Context: an optimization exercise on an open-source flow, tuned for small area, a short achievable clock period and few clock cycles. The choices shown serve that exercise and are no tape-out recipe. At most, simulation tests tie the RTL to the original design; equivalence was not proved. Power and IR drop assume default switching activity.

==> flow/design.v (excerpt) <==
module levinson_top(clock, reset, start, done,
	scratch_mem_read_addr, scratch_mem_in,
	scratch_mem_write_addr, scratch_mem_out, scratch_mem_write_en);
Size in the first run: roughly 6,500 cells after synthesis, ~620 flip-flops, ~0.048 sq mm of cells after synthesis.
==> flow/config.mk <==
export PLATFORM = sky130hd
export DESIGN_NAME = levinson_top
export DESIGN_NICKNAME = levinson_top
export VERILOG_FILES = /design/flow/design.v
export SDC_FILE = /design/flow/constraint.sdc
export NUM_CORES = 8
export LEC_CHECK = 0
export ABC_AREA = 1
export CAP_MARGIN = 20
export CORE_MARGIN = 2
export CORE_UTILIZATION = 40
export CTS_CLUSTER_DIAMETER = 110
export CTS_CLUSTER_SIZE = 18
export PLACE_DENSITY = 0.6
export SLEW_MARGIN = 20
==> flow/constraint.sdc <==
create_clock -name core_clock -period 20.0 [get_ports {clock}]
set_input_delay 4.0000 -clock core_clock [delete_from_list [all_inputs] [get_ports {clock}]]
set_output_delay 4.0000 -clock core_clock [all_outputs]
set_load 0.01 [all_outputs]
standard.sh (not shown) runs the stock make flow with config.mk's settings and CLKGATE_MAP_FILE= SYNTH_SCRIPT=/design/flow/synth_recipe.tcl, a recipe that flattens the netlist after the stock synthesis.
==> flow/flow/run.sh <==
#!/bin/bash
set -euo pipefail
bash standard.sh SETUP_SLACK_MARGIN=15 finish > standard.log 2>&1
Testbench counts at the start, summed over its fixed seeds: cycles 1,327,200.
==> next run, changes <==
--- a/flow/design.v
+++ b/flow/design.v
@@ -531,22 +531,18 @@
 	wire [15:0] mq = p_small ? P[15:0] : (p_big ? 16'h7fff : P[30:15]);
 	wire [31:0] t_next = t_lm ? (p_big ? MAX32 : {P[30:0], 1'b0}) : {{15{mq[15]}}, mq, 1'b0};
 	wire [31:0] acc_next = a_ld ? T : sadd(acc, T);
 	wire [4:0] lz = nrm(acc);
 	wire [4:0] lzk = nrm(K);
 	wire [31:0] sh_out = (sh_k ? K : acc) << (sh_k ? amtk : lz);
 	wire [31:0] shl2_acc = (acc[31] != acc[30]) ? acc :
 	                       ((acc[31] != acc[29]) ? {acc[30:0], 1'b0} : {acc[29:0], 2'b0});
-	wire [31:0] ng_in = ng_s ? sum : acc;
-	wire [31:0] ng_raw = ~ng_in + 32'd1;
-	wire [31:0] ng_out = (ng_in == MIN32) ? MAX32 : ng_raw;
-	wire [1:0] s2 = (acc[31] != acc[30]) ? 2'd0 : ((acc[31] != acc[29]) ? 2'd1 : 2'd2);
-	wire [31:0] neg_shl2 = (shl2_acc == MIN32) ? MAX32 :
-	                       ((s2 == 2'd0) ? ng_raw : ((s2 == 2'd1) ? {ng_raw[30:0], 1'b0} : {ng_raw[29:0], 2'b0}));
+	wire [31:0] ng_in = ng_s ? sum : (r_fi ? shl2_acc : acc);
+	wire [31:0] ng_out = (ng_in == MIN32) ? MAX32 : (~ng_in + 32'd1);
 	wire [31:0] sh4 = ({32{s4[0]}} & sum) | ({32{s4[1]}} & {sum[30:0], 1'b0}) |
 	                  ({32{s4[2]}} & {sum[29:0], 2'b0}) | ({32{s4[3]}} & {sum[28:0], 3'b0}) |
 	                  ({32{s4[4]}} & {sum[27:0], 4'b0});
 	wire [31:0] oa = ({32{sa_acc}} & acc) | ({32{sa_sum}} & sum) | ({32{sa_sh4}} & sh4);
 	wire [31:0] ob = ({32{sb_ad}} & comp(AD)) | ({32{sb_acc}} & acc) | ({32{sb_mi}} & comp(MI));
 	wire [31:0] o_raw = oa + ob;
 	wire o_ovf = (oa[31] == ob[31]) && (o_raw[31] != oa[31]);
 	wire [31:0] o_sum = o_ovf ? (oa[31] ? MIN32 : MAX32) : o_raw;
@@ -555,26 +551,25 @@
 	wire [31:0] kk_post = {1'b0, ~(acc[31] ? ng_out[30:0] : acc[30:0])};    
 	wire [31:0] i1_post = (acc == MIN32) ? 32'hffff_ffff :
 	                      (acc[31] ? MAX32 : {1'b0, ~acc[30:0]});           
 	wire u_avail = (ul != 4'd0);
 	wire s_avail = (sl != 4'd0);
 	wire [1:0] recent = {1'b0, uf1} + {1'b0, uf2} + {1'b0, uf3};
 	wire s_ready = s_avail && (sfirst ? !young : (du >= {2'b0, recent}));
 	wire fin_ok = !s_avail && !sf1 && !sf2;
-	wire few_left = (ul == 4'd0 && sl <= 4'd1) || (ul == 4'd1 && sl == 4'd0);
 	reg [2:0] dt;
 	reg [3:0] dk;
 	always @(*) begin
 		dt = T_NONE;
 		dk = 4'd0;
 		if (ch == C_NXT) begin
 			if (chw == 3'd0)
 				dt = (it == 4'd9) ? T_U : T_KK;
-		end else if (ch != C_NONE && chw == 3'd0 && (ch != C_FI || fin_ok) && (ch != C_I1 || few_left)) begin
+		end else if (ch != C_NONE && chw == 3'd0 && (ch != C_FI || fin_ok)) begin
 			dt = ch;
 		end else if (u_avail && du < 4'd3) begin
 			dt = T_U; dk = nu;
 		end else if (s_ready) begin
 			dt = T_S; dk = ns;
 		end else if (u_avail) begin
 			dt = T_U; dk = nu;
 		end
@@ -607,17 +602,17 @@
 	always @(posedge clock)
 		if (s_os | s_ab | s_10 | s_0)
 			sum <= ({32{s_os}} & o_sum) | ({32{s_ab}} & fmt(sum[31] ? ng_out : sum)) |
 			       ({32{s_10}} & {{4{K[31]}}, K[31:5], 1'b0});
 	wire k_fi = run & p2 & r_fi;
 	wire k_f2 = run & p1 & f2;
 	always @(posedge clock)
 		if (k_fi | k_f2)
-			K <= ({32{k_fi}} & (t0pos ? neg_shl2 : shl2_acc)) | ({32{k_f2}} & sh_out);
+			K <= ({32{k_fi}} & (t0pos ? ng_out : shl2_acc)) | ({32{k_f2}} & sh_out);
 	wire ld = run & p2;
 	wire x_k = (jbt == T_KK) | (jbt == T_U);
 	wire x_a = (jbt == T_AL) | (jbt == T_I1);
 	wire x_i = (jbt == T_I2);
 	wire x_s = (jbt == T_FI);
 	wire x_h = (jbt == T_S);
 	wire y_k = (jbt == T_KK);
 	wire y_kk = (jbt == T_AL);
Result:
- clock-buffer cell count went up by 2
- sequential power hardly moves
- sequential cell count is unchanged
- clock skew came out lower by 0.0063 ns
- fmax went down by about 0.6%
- design area is about the same
- power decreases by 4.3%
- hold slack loses 0.0058 ns
- combinational power went down by 6.3%
- die area goes up by about 0.34%
- final cell count stays flat
- worst setup slack is worse by 0.033 ns
- global-route usage is lower by 1.6 points
The RTL of the second run of this note was laid out without a check of its function.

## static timing again, ports no longer ideal
The results above use ideal ports. As a check the final layouts listed here were re-extracted and re-timed, cells and wires unchanged. Step 1 (the two cells are an assumption about what drives the block):
set clk [get_ports {clock}]
set_driving_cell -lib_cell sky130_fd_sc_hd__clkbuf_16 $clk
set_driving_cell -lib_cell sky130_fd_sc_hd__buf_2 [delete_from_list [all_inputs] $clk]
Step 2 also shifts input and output timing later by t, the mid clock arrival at the registers, as if the neighbouring blocks saw the same clock. Three values: no drivers, after step 1, after step 2; two values: the first two.
run | t (ns) | setup WS [ns] | worst setup path at the end | worst register clock-pin slew, ns | worst slew at a driven data input, ns
the first run | 0.738 | 14.788 / 14.709 / 14.626 | input to register | 0.10 / 0.10 | 0.08
the second run | 0.746 | 14.755 / 14.676 / 14.868 | input to register | 0.11 / 0.11 | 0.11
After both steps every run listed still meets setup and hold. The setup slack of the first run, which loses most, moves by -0.079 ns with the drivers and by -0.162 ns with both steps.
